What follows belongs to an exercise in optimizing a design on an open flow for small area, a short achievable clock period and few clock cycles per item; a production flow would make more cautious choices.
At most, simulation tests tie the RTL to the original design; equivalence was not proved.
The clock input has no modelled driver; a real chip could not lean on it and would need a root buffer or a full tree.
Power and IR drop assume default switching activity.

== the previous run ==
==> flow/design.v <==
module bnn_layer0 (
    input  wire        clk,
    input  wire        reset_n,
    input  wire        i_run,
    output wire        o_idle,
    output wire        o_done,
    output wire [6:0]  addr_input,
    output wire        ce_input,
    input  wire [27:0] q_input,
    output wire [1:0]  addr_weight,
    output wire        ce_weight,
    input  wire [26:0] q_weight,
    output wire [6:0]  addr_output,
    output wire        we_output,
    output wire [25:0] d_output
);
localparam LAT = 2;               
localparam END = 88 + LAT;        
reg        busy;
reg  [6:0] cnt;                   
reg  [1:0] m3;                    
reg        ce_in;
reg  [6:0] a_in;
reg  [1:0] rch;
reg        we;
reg  [6:0] a_out;
reg  [1:0] och;
reg        done;
wire start = i_run & ~busy;
always @(posedge clk or negedge reset_n) begin
    if (!reset_n) begin
        busy  <= 1'b0;
        cnt   <= 7'd0;
        m3    <= 2'd0;
        ce_in <= 1'b0;
        we    <= 1'b0;
        done  <= 1'b0;
    end else begin
        done <= busy && (cnt == END);
        if (start) begin
            busy <= 1'b1;
            cnt  <= 7'd1;
            m3   <= 2'd1;
        end else if (busy) begin
            cnt <= cnt + 7'd1;
            m3  <= (m3 == 2'd2) ? 2'd0 : m3 + 2'd1;
            if (cnt == END) busy <= 1'b0;
        end
        ce_in <= start | (busy && (cnt <= 7'd83));
        we <= busy && (cnt >= 10 + LAT) && (cnt <= 87 + LAT);
    end
end
wire nidle;
bnn_idle u_idle (
    .clk     (clk),
    .reset_n (reset_n),
    .d       (busy ? (cnt != END) : i_run),
    .q       (nidle)
);
always @(posedge clk) begin
    if (start) begin
        a_in <= 7'd0;
        rch  <= 2'd0;
    end else if (ce_in) begin
        if (rch == 2'd2) begin
            rch  <= 2'd0;
            a_in <= a_in - 7'd55;
        end else begin
            rch  <= rch + 2'd1;
            a_in <= a_in + 7'd28;
        end
    end
    if (start) begin
        a_out <= 7'd0;
        och   <= 2'd0;
    end else if (we) begin
        if (och == 2'd2) begin
            och   <= 2'd0;
            a_out <= a_out - 7'd51;
        end else begin
            och   <= och + 2'd1;
            a_out <= a_out + 7'd26;
        end
    end
end
assign o_idle      = ~nidle;
assign o_done      = done;
assign addr_input  = a_in;
assign ce_input    = ce_in;
assign addr_weight = m3;
assign ce_weight   = busy;
assign addr_output = a_out;
assign we_output   = we;
reg [27:0] qd1, qd2;              
always @(posedge clk) begin
    qd1 <= q_input;
    qd2 <= qd1;
end
reg [27:0] win [0:8];
wire ld = busy && (m3 == 2'd1);   
always @(posedge clk) begin
    if (ld) begin
        win[0] <= win[1]; win[1] <= win[2]; win[2] <= qd2;
        win[3] <= win[4]; win[4] <= win[5]; win[5] <= qd1;
        win[6] <= win[7]; win[7] <= win[8]; win[8] <= q_input;
    end
end
wire [25:0] res;
genvar h, s;
generate
    for (h = 0; h < 2; h = h + 1) begin : g_half
        wire [134:0] ws;
        for (s = 0; s < 9; s = s + 1) begin : g_s
            assign ws[s*15 +: 15] = win[s][27 - 13*h -: 15];
        end
        bnn_half u_half (
            .clk      (clk),
            .ws       (ws),
            .q_weight (q_weight),
            .res      (res[25 - 13*h -: 13])
        );
    end
endgenerate
reg [25:0] d_out;
always @(posedge clk) d_out <= res;
assign d_output = d_out;
endmodule
module bnn_idle (
    input  wire clk,
    input  wire reset_n,
    input  wire d,
    output reg  q
);
always @(posedge clk or negedge reset_n) begin
    if (!reset_n) q <= 1'b0;
    else          q <= d;
end
endmodule
module bnn_half (
    input  wire         clk,
    input  wire [134:0] ws,
    input  wire [26:0]  q_weight,
    output wire [12:0]  res
);
reg [26:0] w_reg;                 
always @(posedge clk) w_reg <= q_weight;
genvar j, s, k;
generate
    for (j = 0; j < 13; j = j + 1) begin : g_col
        wire [26:0] d, w;
        for (s = 0; s < 9; s = s + 1) begin : g_s
            for (k = 0; k < 3; k = k + 1) begin : g_k
                assign d[s*3 + k] = ws[s*15 + 14 - j - k];
                assign w[s*3 + k] = w_reg[26 - (s*3 + k)];
            end
        end
        bnn_col u_col (.clk(clk), .d(d), .w(w), .o(res[12 - j]));
    end
endgenerate
endmodule
module bnn_col (
    input  wire        clk,
    input  wire [26:0] d,
    input  wire [26:0] w,
    output wire        o
);
wire [26:0] m = d ^ w;
wire [8:0] s1, c1;                
wire [2:0] as_, ac, bs, bc;       
genvar i;
generate
    for (i = 0; i < 9; i = i + 1) begin : g_l1
        bnn_fa u_fa (.a(m[3*i]), .b(m[3*i+1]), .c(m[3*i+2]), .s(s1[i]), .co(c1[i]));
    end
    for (i = 0; i < 3; i = i + 1) begin : g_l2
        bnn_fa u_fa1 (.a(s1[3*i]), .b(s1[3*i+1]), .c(s1[3*i+2]), .s(as_[i]), .co(ac[i]));
        bnn_fa u_fa2 (.a(c1[3*i]), .b(c1[3*i+1]), .c(c1[3*i+2]), .s(bs[i]), .co(bc[i]));
    end
endgenerate
reg [2:0] r_as, r_ac, r_bs, r_bc;
always @(posedge clk) begin
    r_as <= as_;
    r_ac <= ac;
    r_bs <= bs;
    r_bc <= bc;
end
wire x0 = (r_as[0] & r_as[1]) | (r_as[0] & r_as[2]) | (r_as[1] & r_as[2]);
wire y_s, y_c, z_s, z_c, u_s, u_c;
bnn_fa u_y (.a(r_ac[0]), .b(r_ac[1]), .c(r_ac[2]), .s(y_s), .co(y_c));
bnn_fa u_z (.a(r_bs[0]), .b(r_bs[1]), .c(r_bs[2]), .s(z_s), .co(z_c));
bnn_fa u_u (.a(r_bc[0]), .b(r_bc[1]), .c(r_bc[2]), .s(u_s), .co(u_c));
wire a_ge1 = x0 | y_s | z_s;
wire a_eq3 = x0 & y_s & z_s;
wire b_ge1 = y_c | z_c | u_s;
wire b_ge2 = (y_c & z_c) | (y_c & u_s) | (z_c & u_s);
wire b_eq3 = y_c & z_c & u_s;
wire ge = (u_c & (b_ge2 | (b_ge1 & a_ge1) | a_eq3))
        | (b_eq3 & a_ge1)
        | (b_ge2 & a_eq3);
assign o = ~ge;
endmodule
module bnn_fa (
    input  wire a,
    input  wire b,
    input  wire c,
    output wire s,
    output wire co
);
assign s  = a ^ b ^ c;
assign co = (a & b) | (a & c) | (b & c);
endmodule
Settings: LEC_CHECK=0, CAP_MARGIN=20, CORE_MARGIN=2, CORE_UTILIZATION=65, PLACE_DENSITY=0.75, SETUP_SLACK_MARGIN=3.8, SLEW_MARGIN=20, SYNTH_HIERARCHICAL=1, SYNTH_MINIMUM_KEEP_SIZE=0; clock period 6.0 ns.
run.sh (not shown) runs the stock make flow with config.mk's settings and CLKGATE_MAP_FILE= SYNTH_SCRIPT=/design/flow/synth_recipe.tcl, a recipe that flattens the netlist after the stock synthesis.
The flow did not stop early for the previous run: all stages ran, and the layout cleared the timing, DRC and antenna checks.
What the current run does differently from the previous run at the input level:
diff --git a/flow/config.mk b/flow/config.mk
--- a/flow/config.mk
+++ b/flow/config.mk
@@ -8,7 +8,9 @@
 export CAP_MARGIN = 20
 export CORE_MARGIN = 2
-export CORE_UTILIZATION = 65
-export PLACE_DENSITY = 0.75
-export SETUP_SLACK_MARGIN = 3.8
+export CORE_UTILIZATION = 40
+export CTS_CLUSTER_DIAMETER = 80
+export CTS_CLUSTER_SIZE = 20
+export PLACE_DENSITY = 0.6
+export SETUP_SLACK_MARGIN = 3.6
 export SLEW_MARGIN = 20
 export SYNTH_HIERARCHICAL = 1
Findings:
STATUS final total power: the current run wins against the previous run. Diff the previous run -> the current run: utilization went down by 30 points, share of final-layout standard cells stronger than drive strength 1 went down by 2.9 points, post-route fraction of the period consumed by the critical path went up by 0.16 points, count of non-filler cells in the finished layout went up by 379, core outline area went up by 63%. Against the previous run, the final cell area of the current run is lower. Number of synthesized flops with an enable pin essentially unchanged between the current run and the previous run. The current run — routed wire length per instance about 3.6% lower, the previous run as reference. The setup slack of the current run is smaller than that of the previous run. In the flow results for the current run and the previous run, the signed area change from the synthesized netlist to the final layout is smaller on the current run.
No run of this note included a check of the RTL's function; only the layout flow was run.

Setup of alpha:
// bnn_layer0: RTL as listed in full above, without the edits since
Settings: LEC_CHECK=0, CAP_MARGIN=20, CORE_MARGIN=2, CORE_UTILIZATION=40, PLACE_DENSITY=0.6, SETUP_SLACK_MARGIN=3.8, SLEW_MARGIN=20, SYNTH_HIERARCHICAL=1, SYNTH_MINIMUM_KEEP_SIZE=0; clock period 6.0 ns.
[inputs] beta vs alpha
Settings: CTS_CLUSTER_SIZE: unset -> 20; CTS_CLUSTER_DIAMETER: unset -> 80.
==> run notes <==
beta has transition time at the pin with the least slew margin below what alpha had.
alpha has a lower remaining max-slew budget at the tightest pin than beta.
Comparing count of non-filler cells in the finished layout for beta and alpha, the bigger number came from alpha.
Compared to alpha, the routing of beta uses less wire.
Count of clock buffers in the final design delta for beta relative to alpha: 40 lower
The number of non-clock buffers of beta is lower than that of alpha.
Setup changes, beta to gamma
Settings: CTS_CLUSTER_DIAMETER now 50, was 80; CTS_CLUSTER_SIZE now 16, was 20.
==> run notes <==
- In gamma, power is higher than in beta.
- Diff beta -> gamma: via count now larger, fraction of power spent switching nets now smaller, area growth from synthesis to layout up 4.6 points, sequential power comparable, number of antenna repair diodes now smaller.
- The setup slack on gamma is in line with that on beta.
No run of this note included a check of the RTL's function; only the layout flow was run.

Another version of the RTL of bnn_layer0 (not shown whole).
Size: roughly 2400 cells after synthesis, roughly 790 flip-flops, ~110 I/O pins.
// bnn_layer0
module bnn_layer0 (
    input  wire        clk,
    input  wire        reset_n,
    input  wire        i_run,
    output wire        o_idle,
    output wire        o_done,
    output wire [6:0]  addr_input,
    output wire        ce_input,
    input  wire [27:0] q_input,
    output wire [1:0]  addr_weight,
    output wire        ce_weight,
    input  wire [26:0] q_weight,
    output wire [6:0]  addr_output,
    output wire        we_output,
    output wire [25:0] d_output
);
localparam LAT = 2;               
localparam END = 87 + LAT;        
reg        busy;
reg  [6:0] cnt;                   
reg  [1:0] m3;                    
reg  [6:0] a_in;
reg  [1:0] rch;
reg        we;
reg  [6:0] a_out;
reg  [1:0] och;
reg        done;
wire start = i_run & ~busy;
always @(posedge clk or negedge reset_n) begin
    if (!reset_n) begin
        busy  <= 1'b0;
        cnt   <= 7'd0;
        m3    <= 2'd0;
        we    <= 1'b0;
        done  <= 1'b0;
    end else begin
        done <= busy && (cnt == END);
        if (start) begin
            busy <= 1'b1;
            cnt  <= 7'd1;
            m3   <= 2'd2;
        end else if (busy) begin
            cnt <= cnt + 7'd1;
            m3  <= (m3 == 2'd2) ? 2'd0 : m3 + 2'd1;
            if (cnt == END) busy <= 1'b0;
        end
        we <= busy && (cnt >= 9 + LAT) && (cnt <= 86 + LAT);
    end
end
wire nidle;
bnn_idle u_idle (
    .clk     (clk),
    .reset_n (reset_n),
    .d       (busy ? (cnt != END) : i_run),
    .q       (nidle)
);
wire nce;
bnn_idle u_nce (
    .clk     (clk),
    .reset_n (reset_n),
    .d       (busy & (cnt > 7'd82) & (cnt != END)),
    .q       (nce)
);
wire ce_in = ~nce;
always @(posedge clk or negedge reset_n) begin
    if (!reset_n) begin
        a_in <= 7'd0;
        rch  <= 2'd0;
    end else if (ce_in && (busy || i_run)) begin
        if (rch == 2'd2) begin
            rch  <= 2'd0;
            a_in <= a_in - 7'd55;
        end else begin
            rch  <= rch + 2'd1;
            a_in <= a_in + 7'd28;
        end
    end else begin
        a_in <= 7'd0;
        rch  <= 2'd0;
    end
end
always @(posedge clk) begin
    if (start) begin
        a_out <= 7'd0;
        och   <= 2'd0;
    end else if (we) begin
        if (och == 2'd2) begin
            och   <= 2'd0;
  ...
Settings: LEC_CHECK=0, CAP_MARGIN=20, CORE_MARGIN=2, CORE_UTILIZATION=40, CTS_CLUSTER_DIAMETER=80, CTS_CLUSTER_SIZE=20, PLACE_DENSITY=0.6, SETUP_SLACK_MARGIN=3.95, SLEW_MARGIN=20, SYNTH_HIERARCHICAL=1, SYNTH_MINIMUM_KEEP_SIZE=0; clock period 6.0 ns.
standard.sh (not shown) runs the stock make flow with config.mk's settings and CLKGATE_MAP_FILE= SYNTH_SCRIPT=/design/flow/synth_recipe.tcl, a recipe that flattens the netlist after the stock synthesis.
==> flow/flow/run.sh <==
#!/bin/bash
# The standard layout (standard.sh) with two changes:
#  * plain buffers (buf_2) on the ports, instead of the delay cells that
#    buffer_ports picks and that the later resizing keeps (same footprint);
#  * the clock tree: after clock_tree_synthesis, manual_cts.tcl (the POST_CTS
#    hook) rebuilds it as a two-level balanced tree, clk port -> 4 root
#    buffers -> leaf buffers -> flip-flops (see manual_cts.tcl). The CTS step's
#    own timing repair is skipped, since it would size for the tree that is
#    replaced; the hook repairs hold, and global routing repairs setup.
# Each tool's full output is in standard.log and in ORFS's logs.
set -o pipefail
here=$(cd "$(dirname "$0")" && pwd)
cp standard.sh standard_copy.txt 2>/dev/null
export BUFFER_PORTS_ARGS="-buffer_cell sky130_fd_sc_hd__buf_2"
export POST_CTS_TCL="$here/manual_cts.tcl"
bash standard.sh SKIP_CTS_REPAIR_TIMING=1 finish > standard.log 2>&1
==> flow/flow/manual_cts.tcl <==
# POST_CTS hook: replaces the clock tree that clock_tree_synthesis built with a
# two-level balanced tree: the clk port drives NR root buffers, each root
# drives the leaf buffers of its part of the die, and each leaf buffer drives
# a cluster of nearby flip-flops. Every register gets the same number of
# buffers (2) between the clock port and its clock pin; the tree only has
# fewer levels than the H-tree clock_tree_synthesis builds for this design.
set mcts_K  30
set mcts_NR 4
set block [ord::get_db_block]
set db [ord::get_db]
set clknet [$block findNet clk]

# 1. collect the tree built by CTS: buffers reached from clk, and the sinks
set tree_insts {}
set tree_nets {}
set sinks {}
set todo [list $clknet]
while {[llength $todo]} {
  set net [lindex $todo 0]
  set todo [lrange $todo 1 end]
  foreach it [$net getITerms] {
    if {[$it isOutputSignal]} continue
    set inst [$it getInst]
    set m [[$inst getMaster] getName]
    if {[string match "sky130_fd_sc_hd__clkbuf_*" $m] || [string match "sky130_fd_sc_hd__buf_*" $m] || [string match "sky130_fd_sc_hd__clkinv*" $m] || [string match "sky130_fd_sc_hd__inv_*" $m]} {
      if {[lsearch -exact $tree_insts $inst] >= 0} continue
      set out [$inst findITerm X]
      if {$out eq "NULL" || $out eq ""} { set out [$inst findITerm Y] }
      set onet [$out getNet]
      if {[string match "*inv*" $m] && $onet ne "NULL" && $onet ne ""} { error "manual_cts: inverter $m in the clock tree" }
      lappend tree_insts $inst
      if {$onet ne "NULL" && $onet ne ""} { lappend tree_nets $onet; lappend todo $onet }
    } else {
      lappend sinks $it
    }
  }
}
puts "manual_cts: [llength $tree_insts] CTS buffers, [llength $sinks] sinks"

# 2. remove that tree; every sink back on clk
foreach it $sinks { $it disconnect; $it connect $clknet }
foreach inst $tree_insts { odb::dbInst_destroy $inst }
foreach net $tree_nets { if {[llength [$net getITerms]] == 0 && [llength [$net getBTerms]] == 0} { odb::dbNet_destroy $net } }

# 3. clusters of sinks (capacity-limited k-means)
set pts {}
foreach it $sinks {
  set inst [$it getInst]
  lassign [$inst getLocation] x y
  set m [$inst getMaster]
  lappend pts [list $it [expr {$x + [$m getWidth]/2}] [expr {$y + [$m getHeight]/2}]]
}
set n [llength $pts]
set sorted [lsort -real -index 1 $pts]
set cents {}
set cols [expr {int(ceil(sqrt($mcts_K)))}]
set rows [expr {int(ceil(double($mcts_K)/$cols))}]
set per [expr {int(ceil(double($n)/$cols))}]
for {set c 0} {$c < $cols} {incr c} {
  set band [lsort -real -index 2 [lrange $sorted [expr {$c*$per}] [expr {($c+1)*$per-1}]]]
  set bp [expr {int(ceil(double([llength $band])/$rows))}]
  for {set r 0} {$r < $rows} {incr r} {
    set grp [lrange $band [expr {$r*$bp}] [expr {($r+1)*$bp-1}]]
    if {[llength $grp] == 0} continue
    set sx 0; set sy 0
    foreach g $grp { set sx [expr {$sx + [lindex $g 1]}]; set sy [expr {$sy + [lindex $g 2]}] }
    lappend cents [list [expr {$sx/[llength $grp]}] [expr {$sy/[llength $grp]}]]
  }
}
set K [llength $cents]
set cap [expr {int(ceil(double($n)/$K)) + 3}]
for {set iter 0} {$iter < 15} {incr iter} {
  set pairs {}
  set i 0
  foreach s $pts {
    set k 0
    foreach c $cents {
      lappend pairs [list [expr {abs([lindex $s 1]-[lindex $c 0]) + abs([lindex $s 2]-[lindex $c 1])}] $i $k]
      incr k
    }
    incr i
  }
  set pairs [lsort -real -index 0 $pairs]
  array unset asg
  array unset cnt
  for {set k 0} {$k < $K} {incr k} { set cnt($k) 0; set ax($k) 0; set ay($k) 0 }
  set done 0
  foreach p $pairs {
    lassign $p d i k
    if {[info exists asg($i)] || $cnt($k) >= $cap} continue
    set asg($i) $k
    incr cnt($k)
    incr done
    if {$done == $n} break
  }
  for {set i 0} {$i < $n} {incr i} {
    set k $asg($i)
    set s [lindex $pts $i]
    set ax($k) [expr {$ax($k) + [lindex $s 1]}]
    set ay($k) [expr {$ay($k) + [lindex $s 2]}]
  }
  set newc {}
  for {set k 0} {$k < $K} {incr k} {
    if {$cnt($k) > 0} { lappend newc [list [expr {$ax($k)/$cnt($k)}] [expr {$ay($k)/$cnt($k)}]] } else { lappend newc [lindex $cents $k] }
  }
  set cents $newc
}

# 4. leaf buffers at the cluster centres
set bufm [$db findMaster sky130_fd_sc_hd__clkbuf_16]
set leaves {}
for {set k 0} {$k < $K} {incr k} {
  if {$cnt($k) == 0} continue
  set inst [odb::dbInst_create $block $bufm "mcts_leaf_$k"]
  lassign [lindex $cents $k] cx cy
  $inst setLocation [expr {int($cx)}] [expr {int($cy)}]
  $inst setPlacementStatus PLACED
  set net [odb::dbNet_create $block "mcts_net_leaf_$k"]
  $net setSigType CLOCK
  [$inst findITerm X] connect $net
  set leafnet($k) $net
  lappend leaves [list [$inst findITerm A] $cx $cy]
}
for {set i 0} {$i < $n} {incr i} {
  set it [lindex [lindex $pts $i] 0]
  $it disconnect
  $it connect $leafnet($asg($i))
}

# 5. root buffers, one per sector of leaves, driven by the clk port
set mx 0; set my 0
foreach l $leaves { set mx [expr {$mx + [lindex $l 1]}]; set my [expr {$my + [lindex $l 2]}] }
set mx [expr {$mx / [llength $leaves]}]
set my [expr {$my / [llength $leaves]}]
set ang {}
foreach l $leaves { lappend ang [list [expr {atan2([lindex $l 2]-$my, [lindex $l 1]-$mx)}] $l] }
set ang [lsort -real -index 0 $ang]
set per [expr {int(ceil(double([llength $ang])/$mcts_NR))}]
for {set r 0} {$r < $mcts_NR} {incr r} {
  set grp [lrange $ang [expr {$r*$per}] [expr {($r+1)*$per-1}]]
  if {[llength $grp] == 0} continue
  set sx 0; set sy 0
  foreach g $grp { set sx [expr {$sx + [lindex [lindex $g 1] 1]}]; set sy [expr {$sy + [lindex [lindex $g 1] 2]}] }
  set inst [odb::dbInst_create $block $bufm "mcts_root_$r"]
  $inst setLocation [expr {int($sx/[llength $grp])}] [expr {int($sy/[llength $grp])}]
  $inst setPlacementStatus PLACED
  set net [odb::dbNet_create $block "mcts_net_root_$r"]
  $net setSigType CLOCK
  [$inst findITerm X] connect $net
  [$inst findITerm A] connect $clknet
  foreach g $grp { [lindex [lindex $g 1] 0] connect $net }
}
puts "manual_cts: [llength $leaves] leaf buffers, $mcts_NR root buffers"

# 6. legalize, then hold repair for the new clock arrival times
detailed_placement
estimate_parasitics -placement
report_clock_latency
repair_timing -hold -hold_margin 0
detailed_placement
check_placement -verbose
estimate_parasitics -placement
puts "manual_cts: worst setup slack [worst_slack -max], hold [worst_slack -min]"
The baseline finished with timing, DRC and antenna clean.
Testbench counts at the start, summed over its fixed seeds: cycles 8,648, runs 96.
Change:
SETUP_SLACK_MARGIN = 3.85   (was 3.95)
Effect:
- cell count hardly moves
- critical path depth does not change
- worst setup slack gets better by 45 ps
- utilization drops by 0.37 points
- sequential cell count stays the same
- worst hold slack gets worse by 17 ps
- power drops by 1.1%
Change:
CORE_UTILIZATION = 55   (was 40)
PLACE_DENSITY = 0.7   (was 0.6)
Effect:
- The new run finished clean
- die area came out lower by a quarter to a third
- cell area came out lower slightly
- via count came out higher slightly
- core utilization came out higher by 16 points
- worst setup slack gets worse by 160 ps
- critical path depth stays the same
- synthesized cell count stays the same
- synthesized area is unchanged
- first-iteration DRC count came out higher slightly
- register-to-register slack gets worse by 50 ps
Change:
--- a/flow/flow/manual_cts.tcl
+++ b/flow/flow/manual_cts.tcl
@@ -5,5 +5,5 @@
 # buffers (2) between the clock port and its clock pin; the tree only has
 # fewer levels than the H-tree clock_tree_synthesis builds for this design.
-set mcts_K  30
+set mcts_K  40
 set mcts_NR 4
 set block [ord::get_db_block]
CORE_UTILIZATION = 40   (was 55)
PLACE_DENSITY = 0.6   (was 0.7)
The changed run completed with no timing, DRC or antenna violations. Cell area goes up slightly. First-iteration DRC count is lower by a few percent. Setup slack gets better by 130 ps. Via count went down slightly.
No run of this note takes its clock network from TritonCTS; it comes from the design's own scripts or RTL.

afterwards: timing with drivers on the ports:
In the flow no input, the clock included, has a driving cell. The finished layouts below were timed again as built, in two steps.
Step 1: set_driving_cell puts a clkbuf_16 on clk and a buf_2 on each other input, an assumption about the parent block.
Step 2 adds t to the input delays and takes it off the output delays; t is the mean of the earliest and latest rising clock arrival at the registers after step 1. Input paths then give back, and output paths get back, about the clock's delay inside the block.
Slacks: ideal / step 1 / step 2; pairs: ideal / step 1.
| run | shift t [ns] | slack for setup (ns) | worst setup path at the end | clock arrival spread, ns |
|---|---|---|---|---|
| the previous run | 0.669 | 3.608 / 3.550 / 3.387 | input to register | 0.023 / 0.023 |
| the current run | 0.665 | 3.599 / 3.536 / 3.403 | input to register | 0.040 / 0.040 |
| alpha | 0.679 | 3.615 / 3.548 / 3.375 | input to register | 0.017 / 0.017 |
| beta | 0.663 | 3.601 / 3.539 / 3.399 | input to register | 0.038 / 0.039 |
| gamma | 0.703 | 3.601 / 3.535 / 3.363 | input to register | 0.029 / 0.028 |
| the first run of note 3 | 0.518 | 3.811 / 3.670 / 3.756 | input to register | 0.063 / 0.063 |
| the second run of note 3 | 0.524 | 3.856 / 3.716 / 3.748 | input to register | 0.054 / 0.053 |
| the third run of note 3 | 0.510 | 3.700 / 3.568 / 3.818 | input to register | 0.064 / 0.064 |
| the fourth run of note 3 | 0.547 | 3.829 / 3.690 / 3.756 | input to register | 0.044 / 0.043 |
After both steps setup and hold are still met in every run listed. For alpha, which loses most, drivers alone change the setup slack by -0.067 ns; drivers and shift together by -0.240 ns.
